This is an optimization exercise on Yosys and OpenROAD, whose aim is small area and a short achievable clock period, not a production implementation.
The RTL was checked by simulation tests, not by an equivalence proof against the original design.

--- design.v ---
module ALU #(parameter Data_Width = 8) (
	input wire [Data_Width-1:0]     A, B,
	input wire [3:0]                ALU_FUN,
	input wire                      CLK, RST,
	input wire                      Enable,
	output reg [(2*Data_Width)-1:0] alu_out,
	output reg                      out_valid
);
	reg [(2*Data_Width)-1:0] ALU_OUT;
	reg                      OUT_valid;
	localparam 	ADD 	= 4'h0,
			SUB 	= 4'h1,
			MUL 	= 4'h2,
			DIV 	= 4'h3,
			AND 	= 4'h4,
			OR  	= 4'h5,
			NAND 	= 4'h6,
			NOR 	= 4'h7,
			XOR 	= 4'h8,
			XNOR 	= 4'h9,
			EQUAL	= 4'hA,
			GREATER	= 4'hB,
			LESS	= 4'hC,
			SHIFT_R	= 4'hD,
			SHIFT_L	= 4'hE;
	always@(posedge CLK or negedge RST)
 		begin
   			if(!RST)
     				begin
      					alu_out <= 'b0;
      					out_valid <= 'b0;
     				end
   			else
     				begin
      					alu_out <= ALU_OUT;
      					out_valid <= OUT_valid;
     				end
 		end
	always@(*)
 		begin
			if (Enable)
  				begin  
   					case (ALU_FUN)
   					ADD 	: begin  
							ALU_OUT = A + B;
							OUT_valid = 1'b1;
              				end
   					SUB 	: begin  
							ALU_OUT = A - B;
							OUT_valid = 1'b1;
              				end
   					MUL 	: begin  
							ALU_OUT = A * B;
							OUT_valid = 1'b1;
              				end
   					DIV 	: begin   
							ALU_OUT = (B == 'b0) ? 'b0 : A / B;
							OUT_valid = 1'b1;
             				end
   					AND 	: begin  
							ALU_OUT = A & B;
							OUT_valid = 1'b1;
              				end
   					OR 		: begin  
							ALU_OUT = A | B;
							OUT_valid = 1'b1;
              				end
   					NAND 	: begin  
							ALU_OUT = ~(A & B);
							OUT_valid = 1'b1;
             				end
   					NOR 	: begin  
							ALU_OUT = ~(A | B);
							OUT_valid = 1'b1;
              						end
   					XOR 	: begin  
							ALU_OUT = A ^ B;
							OUT_valid = 1'b1;
              				end
   					XNOR 	: begin  
							ALU_OUT = A ~^ B;
							OUT_valid = 1'b1;
              				end
   					EQUAL 	: begin  
							ALU_OUT = (A==B)?('b1):('b0);
							OUT_valid = 1'b1;
              				end
   					GREATER	: begin  
							ALU_OUT = (A>B)?('b10):('b0);
							OUT_valid = 1'b1; 
              				end
   					LESS 	: begin  
							ALU_OUT = (A<B)?('b11):('b0);
							OUT_valid = 1'b1;
              				end
   					SHIFT_R : begin  
							ALU_OUT = A >> 1;
							OUT_valid = 1'b1;
              				end
   					SHIFT_L	: begin  
							ALU_OUT = A << 1;
							OUT_valid = 1'b1;
              				end
   					default : begin
							ALU_OUT = 'b0;
							OUT_valid = 1'b0;
              				end
					endcase
 				end 
		else
 			begin
    				ALU_OUT = 'b0;
    				OUT_valid = 1'b0;
 			end
	end
endmodule
--- run.sh ---
#!/bin/bash
# synth_recipe.tcl (not shown) runs the flow's synth.tcl, then flattens the netlist and writes it again
# the make line also repeats each setting of config.mk as NAME=value (left out here)
make -C /OpenROAD-flow-scripts/flow DESIGN_CONFIG=/design/flow/config.mk WORK_HOME=/design/flow/orfs CLKGATE_MAP_FILE= SYNTH_SCRIPT=/design/flow/synth_recipe.tcl finish
--- config.mk ---
export PLATFORM = sky130hd
export DESIGN_NAME = ALU
export DESIGN_NICKNAME = ALU
export VERILOG_FILES = /design/flow/design.v
export SDC_FILE = /design/flow/constraint.sdc
export NUM_CORES = 4
export LEC_CHECK = 0
export CAP_MARGIN = 20
export CORE_MARGIN = 2
export CORE_UTILIZATION = 40
export SLEW_MARGIN = 20
--- constraint.sdc ---
create_clock -name core_clock -period 110.0 [get_ports {CLK}]
set_input_delay 22.0000 -clock core_clock [delete_from_list [all_inputs] [get_ports {CLK}]]
set_output_delay 22.0000 -clock core_clock [all_outputs]
set_load 0.01 [all_outputs]
==> impl_metrics.yaml, run 1 <==
synth:
  synth_top_cell_by_area: "ha_1"
  synth_commonest_cells: "nor2_1, ha_1, nand2_1"
  synth.area.mux_share_pct: 4.37
  yosysMostFrequentCell: "nor2_1"
  synthArstFlopShare_pct: 100
  synthTopCellsByArea: "ha_1, nor2_1, o21a_1"
  synth_seq_cells: 17
  yosys_warnings: 1
  synth_top_family_by_area: "compound AO/OA/AOI/OAI gates"
  synth_area_per_cell_sq_um: 7.05
  synth_edf_count: 0
  yosysSeqAreaShare_pct: 1.91
  syn-cell-area_sq_um: 22300
  synth_compound_area_share_pct: 33.3
  synthFlopType: "dfrtp_1"
  yosys.area_share.simple_pct: 29.8
  synth_top_area_share_pct: 16.3
  synth_fa_ha_area_share_pct: 19.8
  synthXorXnorAreaFrac_pct: 6.73
  synth_cells: 3158
  ys_types: 129
clock_network:
  hold_buffers: 0
  htree_levels: 1
  clock_path_buffers: 2
  cts_buffers: 3
  cts_tree: "built"
  clkSinkCount: 17
  clockRootBuffer: "clkbuf_16"
  path_clk_slew_ns: 0.06
critical_path:
  end_kind: "flip-flop"
  worst_ep_arrival_time_ns: 103.62
  crit_type: "input pin to flip-flop"
  path_delay_family: "compound AO/OA/AOI/OAI gates"
  critPathMaxFanout: 24
  max_stage_delay_ns: 0.58
  cp_common_cell: "o21a_1"
  cp_slowest_cell: "or4_4"
  path_buf_inv: 32
  worst_ep_required_time_ns: 110.13
  start_kind: "input pin"
sta:
  finalCritPeriodShare_pct: 94.1
  setup_tns_ns: 0
  min_period_ns: 103.49
  worstMarginPinSlew_ns: 1.15
  finalSetupViolCount: 0
  slew_viol_final: 0
  setup_ws_ns: 6.51
  fmax_mhz: 9.66
  maxSlewHeadroom_pct: 22.5
  hold_viol: 0
flow_run:
  max-cap-violations: 0
floorplanning:
  start_util_pct: 40.4
  fp.dieW_um: 240
  rows: 86
  die-height_um: 240
  coreArea_sq_um: 55100
  pin_count: 40
  die_area_sq_um: 57600
place:
  place_congestion: 0.926
  hpwl_um: 55200
  io_buffers: 39
  pre_cts_slack_ns: 0.0646
routing:
  drt-vias-per-instance: 6.04
  vias: 23900
  drtAntennaViolNets: 0
  post-route-drc-count: 0
  drt_iter0_markers: 1993
  routed_wl_um: 69500
  post_drt_wl_per_cell_um: 17.6
  dr.pass1.iters: 6
global_routing:
  grt_pass1_wl_um: 114000
  grt_max_degree: 39
  grt_overflow: 0
  antenna_found_initial: 0
  grt_pass1_vias: 22000
  gr-usage-all-layers_pct: 23.4
final_layout:
  nets: 3553
  drive_gt1_share_pct: 9.34
  n_fill_cell: 5818
  multi_input_area_sq_um: 21300
  regArea_sq_um: 425
  diodes: 0
  synthToLayoutAreaGrowth_pct: 8.35
outcome:
  status: "no timing/DRC/antenna violations"
worst_hold_path:
  hp-class: "input pin to async pin"
-- flip-flops by register name (all words and copies together) (netlist names) --
signal	flops
alu_out	16
out_valid	1
-- cell type report --
cell class | instances | share of cell area, %
Multi-Input combinational cell | 2945 | 88.1
Timing Repair Buffer | 111 | 3.95
Tap cell | 748 | 3.88
Inverter | 124 | 1.93
Sequential cell | 17 | 1.76
Clock buffer | 4 | 0.327
-- per-layer routing --
| metal | wire, um | track usage (%) | vias to the layer above |
|---|---|---|---|
| met2 | 30200 | 37.9 | 640 |
| met3 | 3350 | 1.84 | 82 |
| met4 | 1200 | 4.05 | 0 |
| met5 | 0 | 0 | - |
| li1 | - | - | 12100 |
| met1 | 34800 | 34.1 | 11000 |
-- what timing repair did --
item / in CTS / in global routing
endpoints found under the setup margin: 0 / 3
resized for setup: 0 / 51
buffers inserted: 0 / 34
-- how the worst max path moves through the flow --
stage	slack, ns	depth (start not counted)	endpoint	start
final	6.51	388	alu_out[0]	A[2]
after CTS	0.11	380	alu_out[0]	B[7]
after floorplan	8.53	402	alu_out[0]	A[2]
after detailed placement	0.06	380	alu_out[0]	B[7]
after global routing	-0.36	390	alu_out[0]	A[2]
after global placement	1.32	380	alu_out[0]	B[7]
-- cells in the final DEF (no fill, tap or decap), types with 36 or more instances in the layout --
master,netlist,routed
a31oi_1,56,55
nand3_1,66,65
nand4_1,46,46
mux2_2,47,47
nor2_1,350,345
fa_1,38,38
o211ai_1,40,40
and3_1,41,38
or3_1,50,50
buf_4,6,71
o31ai_1,76,75
o21ai_0,127,127
inv_1,123,122
nor4_1,41,36
xnor2_1,106,106
xor2_1,54,54
a21oi_1,185,178
o21a_1,150,150
and2_1,38,38
nor3_1,189,187
nor2b_1,40,40
nand2_1,286,283
a21o_1,67,67
ha_1,290,290
-- through the flow --
stage | hold WS [ns] | util (%) | std cells | cell area (sq um)
finish | 22.25 | 43.8 | 3949 | 24100
floorplan | 21.70 | - | 3179 | 22300
global route | 22.32 | 43.8 | 3949 | 24100
detailed placement | 22.55 | 42.7 | 3910 | 23500
global placement | 22.56 | 42.7 | 3910 | 23500
CTS | 22.28 | 42.9 | 3914 | 23600
-- cell families after synthesis --
group | after synthesis
AND/OR/NAND/NOR | 1313
AO/OA/AOI/OAI | 1025
adder cells (fa/ha/maj) | 330
buffers and inverters | 218
XOR/XNOR | 166
multiplexers | 88
flip-flops | 17
other | 1
==> run 2: changes to the inputs <==
==> design.v (replaced) <==
module ALU #(parameter Data_Width = 8) (
	input wire [Data_Width-1:0]     A, B,
	input wire [3:0]                ALU_FUN,
	input wire                      CLK, RST,
	input wire                      Enable,
	output reg [(2*Data_Width)-1:0] alu_out,
	output reg                      out_valid
);
	wire       sub = ALU_FUN[0] | ALU_FUN[3];
	wire [7:0] bx  = B ^ {8{sub}};
	wire [8:0] ac;
	wire [7:0] as;
	assign ac[0] = sub;
	genvar i, j;
	generate
		for (i = 0; i < 8; i = i + 1) begin : g_add
			assign as[i]   = A[i] ^ bx[i] ^ ac[i];
			assign ac[i+1] = (A[i] & bx[i]) | (ac[i] & (A[i] ^ bx[i]));
		end
	endgenerate
	wire geq = ac[8];               
	wire eq  = ~|(A ^ B);
	wire [8:0] ms [0:7];
	wire [7:0] mc [1:7];
	wire [15:0] prod;
	assign ms[0] = {1'b0, A & {8{B[0]}}};
	assign prod[0] = ms[0][0];
	generate
		for (j = 1; j < 8; j = j + 1) begin : g_mrow
			wire [7:0] x = ms[j-1][8:1];
			wire [7:0] y = A & {8{B[j]}};
			for (i = 0; i < 8; i = i + 1) begin : g_mcell
				if (i == 0) begin : g_ha
					assign ms[j][0] = x[0] ^ y[0];
					assign mc[j][0] = x[0] & y[0];
				end else begin : g_fa
					assign ms[j][i] = x[i] ^ y[i] ^ mc[j][i-1];
					assign mc[j][i] = (x[i] & y[i]) | (mc[j][i-1] & (x[i] ^ y[i]));
				end
			end
			assign ms[j][8] = mc[j][7];
			assign prod[j] = ms[j][0];
		end
	endgenerate
	assign prod[15:8] = ms[7][8:1];
	wire [8:0] bz;
	assign bz[8] = 1'b1;
	generate
		for (i = 7; i >= 0; i = i - 1) begin : g_bz
			assign bz[i] = bz[i+1] & ~B[i];
		end
	endgenerate
	wire [7:0] q;
	wire [7:0] r [0:8];
	assign r[8] = 8'd0;
	generate
		for (i = 7; i >= 0; i = i - 1) begin : g_drow
			localparam W = 8 - i;
			wire [W-1:0] t;
			if (W == 1) begin : g_t1
				assign t = A[i];
			end else begin : g_tn
				assign t = {r[i+1][W-2:0], A[i]};
			end
			wire [W:0]   bc;
			wire [W-1:0] d;
			assign bc[0] = 1'b1;
			for (j = 0; j < W; j = j + 1) begin : g_dcell
				assign d[j]    = t[j] ^ ~B[j] ^ bc[j];
				assign bc[j+1] = (t[j] & ~B[j]) | (bc[j] & (t[j] ^ ~B[j]));
			end
			assign q[i] = bz[W] & bc[W];
			if (i > 0) begin : g_mux
				assign r[i] = {{(8-W){1'b0}}, (q[i] ? d : t)};
			end else begin : g_nomux
				assign r[i] = 8'd0;
			end
		end
	endgenerate
	wire bnz = ~bz[0];
	reg [15:0] res;
	reg        vld;
	always @(*) begin
		vld = 1'b1;
		res = 16'd0;
		case (ALU_FUN)
			4'h0: res = {7'd0, ac[8], as};
			4'h1: res = {{8{~ac[8]}}, as};
			4'h2: res = prod;
			4'h3: res = {8'd0, q & {8{bnz}}};
			4'h4: res = {8'd0, A & B};
			4'h5: res = {8'd0, A | B};
			4'h6: res = {8'hFF, ~(A & B)};
			4'h7: res = {8'hFF, ~(A | B)};
			4'h8: res = {8'd0, A ^ B};
			4'h9: res = {8'hFF, ~(A ^ B)};
			4'hA: res = {15'd0, eq};
			4'hB: res = {14'd0, geq & ~eq, 1'b0};
			4'hC: res = {14'd0, ~geq, ~geq};
			4'hD: res = {9'd0, A[7:1]};
			4'hE: res = {7'd0, A, 1'b0};
			default: begin res = 16'd0; vld = 1'b0; end
		endcase
		if (!Enable) begin
			res = 16'd0;
			vld = 1'b0;
		end
	end
	always @(posedge CLK or negedge RST) begin
		if (!RST) begin
			alu_out   <= 16'd0;
			out_valid <= 1'b0;
		end else begin
			alu_out   <= res;
			out_valid <= vld;
		end
	end
endmodule
==> flow/run.sh (new file) <==
#!/bin/bash
# Standard ORFS layout, but with the smallest buffer on every input and output port.
set -euo pipefail
bash standard.sh BUFFER_PORTS_ARGS="-buffer_cell sky130_fd_sc_hd__buf_1" finish > standard_make.log 2>&1
==> standard.sh (new file) <==
#!/bin/bash
# synth_recipe.tcl (not shown) runs the flow's synth.tcl, then flattens the netlist and writes it again
# the make line also repeats each setting of config.mk as NAME=value (left out here)
make -C /OpenROAD-flow-scripts/flow DESIGN_CONFIG=/design/flow/config.mk WORK_HOME=/design/flow/orfs CLKGATE_MAP_FILE= SYNTH_SCRIPT=/design/flow/synth_recipe.tcl "${@:-finish}"
removed: run.sh
==> run 2 against run 1 <==
  * Critical path depth decreased by 336
  * Synthesized cell count decreased by 84%
  * Flip-flop and latch count unchanged
  * Design area decreased by 79%
  * Die area decreased by 79%
  * Setup slack improved by 68 ns
  * Core utilization increased by 0.19 points
  * Global-route usage decreased by 1.0 points
  * Final cell count decreased by 83%
  * Clock-buffer cell count unchanged
  * Area after synthesis decreased by 79%
==> impl_metrics.yaml, run 2 <==
global_routing:
  grt_pass1_vias: 4011
  grt_overflow: 0
  grt_max_degree: 37
  antenna_found_initial: 0
  gr-usage-all-layers_pct: 22.4
  grt_pass1_wl_um: 22000
critical_path:
  start_kind: "input pin"
  crit_type: "input pin to flip-flop"
  critPathMaxFanout: 15
  end_kind: "flip-flop"
  cp_common_cell: "fa_1"
  worst_ep_required_time_ns: 110.11
  cp_slowest_cell: "nor4_4"
  max_stage_delay_ns: 0.73
  worst_ep_arrival_time_ns: 35.61
final_layout:
  top_regs: "alu_out x16, out_valid x1"
  final_cell_mix: "fa_1, nor2_1, ha_1"
  regMostFlops: "alu_out"
  diodes: 0
  largest_register_ffs: 16
  n_fill_cell: 1107
  nets: 687
  drive_gt1_share_pct: 4.99
  final_util_pct: 44.0
  stdcell_count: 684
  layout_commonest_cell: "fa_1"
  synthToLayoutAreaGrowth_pct: 8.31
routing:
  drt_iter0_markers: 250
  drtAntennaViolNets: 0
  post-route-drc-count: 0
  routed_wl_um: 13200
  dr.pass1.iters: 5
  post_drt_wl_per_cell_um: 19.4
  vias: 3864
  drt-vias-per-instance: 5.65
sta:
  hold_viol: 0
  finalSetupViolCount: 0
  maxSlewHeadroom_pct: 24.3
  setup_ws_ns: 74.51
  slew_viol_final: 0
  worstMarginPinSlew_ns: 1.13
  fmax_mhz: 28.2
  finalCritPeriodShare_pct: 32.3
  min_period_ns: 35.49
  setup_tns_ns: 0
  rsz0062_at_grt: "no"
floorplanning:
  start_util_pct: 40.6
  pin_count: 40
  die_area_sq_um: 12300
  fp.dieW_um: 111
  rows: 39
  die-height_um: 111
  coreArea_sq_um: 11300
synth:
  synth_top_cell_by_area: "fa_1"
  synth_cells: 510
  yosysSeqAreaShare_pct: 9.30
  synth_seq_cells: 17
  yosysMostFrequentCell: "fa_1"
  ys_types: 59
  synth_top_area_share_pct: 33.3
  syn-cell-area_sq_um: 4580
  synthArstFlopShare_pct: 100
  synth_commonest_cells: "fa_1, nor2_1, ha_1"
  yosys_warnings: 1
  synthTopCellsByArea: "fa_1, ha_1, dfrtp_1"
  synth_area_per_cell_sq_um: 8.97
  synthFlopType: "dfrtp_1"
  synth_edf_count: 0
clock_network:
  cts_tree: "built"
  hold_buffers: 0
  clock_path_buffers: 2
  post_cts_buffers: 0
  clockRootBuffer: "clkbuf_16"
  clkSinkCount: 17
  htree_levels: 1
  post_cts_resized: 0
  cts_buffers: 3
  path_clk_slew_ns: 0.05
place:
  io_buffers: 39
  pre_cts_slack_ns: 74.29
  hpwl_um: 10500
  placed_cells_incl_taps: 680
  place_congestion: 0.934
outcome:
  status: "no timing/DRC/antenna violations"
worst_hold_path:
  hp-class: "input pin to async pin"
flow_run:
  max-cap-violations: 0
[run 2: changes by cell type in the layout (fill, tap and decap cells not counted), sizes merged, moves of 128 or more]
cell and delta:
a21oi -165, nor3 -188, ha -244, nor2 -288
nand2 -248, o21ai -128, o21a -147
[run 2: per-layer routing]
layer  part of all wire (%)  vias to the layer above  routed length (um)  global-route usage (%)
li1                       -                     1808                   -                       -
met1                     47                     1910                6280                    33.0
met2                     46                      129                6100                    36.2
met3                    4.5                       17                 599                    1.04
met4                    1.9                        0                 258                    6.00
met5                      0                        -                   0                       0
[run 2: cells by family (layout without fill, tap and decap cells)]
| family | count (synthesis) | count (layout) | share of synthesized area (%) |
|---|---|---|---|
| AOI/OAI and AO/OA | 104 | 104 | 15.3 |
| xor gates and xnor gates | 20 | 20 | 3.83 |
| adders and majority gates | 122 | 122 | 45.8 |
| buffers and inverters | 73 | 104 | 6.26 |
| DFF | 17 | 17 | 9.30 |
| muxes | 11 | 11 | 2.54 |
| and+or+nand+nor | 163 | 163 | 17.0 |
[run 2: area by class of cell]
class | instances | area (sq um) | share of cell area (%)
Clock buffer | 4 | 78.8 | 1.59
Inverter | 52 | 195 | 3.94
Multi-Input combinational cell | 420 | 3860 | 78.0
Sequential cell | 17 | 425 | 8.58
Tap cell | 143 | 179 | 3.61
Timing Repair Buffer | 48 | 214 | 4.32
[run 2: worst paths after layout]
kind | start | endpoint | slack (ns) | depth (start not counted)
worst max-delay path | B[7] | alu_out[0] | 74.51 | 52
worst min-delay path | RST | alu_out[12] | 21.85 | 1
max in group asynchronous | RST | alu_out[8] | 87.61 | 1
min in group core_clock | Enable | out_valid | 22.20 | 4
[run 2: through the flow]
stage                     area (sq um)  hold slack [ns]
final                             4960            21.85
after global routing              4960            21.95
after CTS                         4960            21.89
after detailed placement          4880            22.15
after global placement            4880            22.14
after floorplan                   4580            21.70
[run 2: critical path, delay by kind of cell]
family                   cells  cell delay, ns
buffers and inverters        5            0.61
AO/OA/AOI/OAI               13            1.96
adder cells (fa/ha/maj)     21            7.42
AND/OR/NAND/NOR             13            3.57
==> run 3: changes to the inputs <==
==> run.sh (new file) <==
#!/bin/bash
# synth_recipe.tcl (not shown) runs the flow's synth.tcl, then flattens the netlist and writes it again
# the make line also repeats each setting of config.mk as NAME=value (left out here)
make -C /OpenROAD-flow-scripts/flow DESIGN_CONFIG=/design/flow/config.mk WORK_HOME=/design/flow/orfs CLKGATE_MAP_FILE= SYNTH_SCRIPT=/design/flow/synth_recipe.tcl finish
removed: flow/run.sh
removed: standard.sh
==> run 3 against run 2 <==
  * Still clean on timing, DRC and antenna
  * Area after synthesis stayed put
  * Non-clock buffer count is the same
  * Sequential share of layout area shrank 0.41 points
  * Synthesized cell count stayed put
  * Maximum frequency shrank 1.2%
  * Final cell count unchanged
  * Design area grew 5.0%
  * Highest routed layer unchanged
==> impl_metrics.yaml, run 3 <==
outcome:
  status: "no timing/DRC/antenna violations"
critical_path:
  end_kind: "flip-flop"
  cp_common_cell: "fa_1"
  worst_ep_required_time_ns: 110.12
  start_kind: "input pin"
  max_stage_delay_ns: 0.75
  worst_ep_arrival_time_ns: 36.06
  critPathMaxFanout: 15
  cp_slowest_cell: "nor4_4"
  crit_type: "input pin to flip-flop"
clock_network:
  clock_path_buffers: 2
  clockRootBuffer: "clkbuf_16"
  clkSinkCount: 17
  cts_buffers: 3
  path_clk_slew_ns: 0.05
  post_cts_buffers: 0
  post_cts_resized: 0
  hold_buffers: 0
  htree_levels: 1
  cts_tree: "built"
final_layout:
  final_util_pct: 46.2
  layout_commonest_cell: "fa_1"
  largest_register_ffs: 16
  synthToLayoutAreaGrowth_pct: 13.7
  top_regs: "alu_out x16, out_valid x1"
  diodes: 0
  regMostFlops: "alu_out"
  final_cell_mix: "fa_1, nor2_1, ha_1"
  drive_gt1_share_pct: 5.18
  nets: 687
synth:
  yosys_warnings: 1
  yosysSeqAreaShare_pct: 9.30
  synth_area_per_cell_sq_um: 8.97
  synth_edf_count: 0
  synth_top_area_share_pct: 33.3
  synthArstFlopShare_pct: 100
  synthFlopType: "dfrtp_1"
  synth_cells: 510
  syn-cell-area_sq_um: 4580
  synth_seq_cells: 17
  synth_commonest_cells: "fa_1, nor2_1, ha_1"
  synth_top_cell_by_area: "fa_1"
  synthTopCellsByArea: "fa_1, ha_1, dfrtp_1"
  yosysMostFrequentCell: "fa_1"
  ys_types: 59
sta:
  maxSlewHeadroom_pct: 23.9
  rsz0062_at_grt: "no"
  hold_viol: 0
  whs_ns: 22.18
  min_period_ns: 35.94
  setup_tns_ns: 0
  slew_viol_final: 0
  finalSetupViolCount: 0
  finalCritPeriodShare_pct: 32.7
  fmax_mhz: 27.8
  worstMarginPinSlew_ns: 1.14
  setup_ws_ns: 74.06
global_routing:
  grt_overflow: 0
  grt_max_degree: 37
  grt_pass1_wl_um: 22200
  gr-usage-all-layers_pct: 22.8
  grt_use_met3_pct: 1.15
  grt_pass1_vias: 3934
  met2_usage_pct: 36.2
  use_met1_pct: 33.9
  grt.busiest_layer: "met2"
  antenna_found_initial: 0
routing:
  drt_iter0_markers: 266
  vias: 3885
  drtAntennaViolNets: 0
  post-route-drc-count: 0
  dr.pass1.iters: 5
  routed_wl_um: 13300
  drt-vias-per-instance: 5.68
  post_drt_wl_per_cell_um: 19.5
place:
  pre_cts_slack_ns: 73.85
  hpwl_um: 10500
  place_congestion: 0.916
  io_buffers: 39
floorplanning:
  die-height_um: 111
  rows: 39
  coreArea_sq_um: 11300
  start_util_pct: 40.6
  fp.dieW_um: 111
  pin_count: 40
  die_area_sq_um: 12300
flow_run:
  max-cap-violations: 0
worst_hold_path:
  hp-class: "input pin to async pin"
[run 3: final cells by class]
cell class | instances | area (sq um)
inverters | 52 | 195
fillers | 1134 | 6070
well taps | 143 | 179
repair buffers | 48 | 458
clock inverters | 1 | 7.51
clock buffers | 3 | 75.1
multi-input cells | 420 | 3860
flip-flops and latches | 17 | 425
[run 3: cells by family (layout without fill, tap and decap cells)]
| kind of cell | Yosys count | after routing | share of synthesized area, % |
|---|---|---|---|
| AOI/OAI and AO/OA | 104 | 104 | 15.3 |
| muxes | 11 | 11 | 2.54 |
| buffers and inverters | 73 | 104 | 6.26 |
| adders and majority gates | 122 | 122 | 45.8 |
| DFF | 17 | 17 | 9.30 |
| xor gates and xnor gates | 20 | 20 | 3.83 |
| and+or+nand+nor | 163 | 163 | 17.0 |
[run 3: worst max-delay path, delay by kind of cell]
kind            cells  cell delay, ns
compound gates     12            2.15
fa+ha+maj          21            7.36
simple gates       12            3.53
buf+inv             5            1.03
[run 3: final timing paths]
kind	slack (ns)	to	from	cells after the start
min	22.18	alu_out[11]	RST	1
max	74.06	alu_out[0]	B[7]	50
max in group asynchronous	87.35	alu_out[0]	RST	1
min in group core_clock	22.57	alu_out[14]	Enable	4
[run 3: layer usage]
| layer | up-vias | wire length (um) |
|---|---|---|
| met4 | 0 | 293 |
| met2 | 133 | 6150 |
| met3 | 17 | 691 |
| met5 | - | 0 |
| li1 | 1799 | - |
| met1 | 1936 | 6190 |
[run 3: metrics by stage]
step | cell area, sq um | instances
floorplan | 4580 | 510
detailed placement | 5120 | 680
global placement | 5120 | 680
global route | 5200 | 684
finish | 5200 | 684
CTS | 5200 | 684

## separate check: timing with driven ports
The results above use ideal ports. As a check the final layouts listed here were re-extracted and re-timed, cells and wires unchanged.
Step 1, drivers: a clkbuf_16 drives CLK and a buf_2 each remaining input, both assumed.
Step 2 also shifts input and output timing later by t, the mid clock arrival at the registers, as if the neighbouring blocks saw the same clock.
a / b / c = ideal / step 1 / step 2; a / b = the first two.
run	shift t [ns]	setup slack, ns	slew at the worst register clock pin (ns)
run 1	0.300	6.514 / 6.531 / 6.231	0.06 / 0.06
run 2	0.276	74.507 / 74.516 / 74.240	0.05 / 0.05
run 3	0.286	74.062 / 74.073 / 73.787	0.05 / 0.05
After both steps every run listed still meets setup and hold. The setup slack of run 1, which loses most, moves by +0.017 ns with the drivers and by -0.283 ns with both steps.
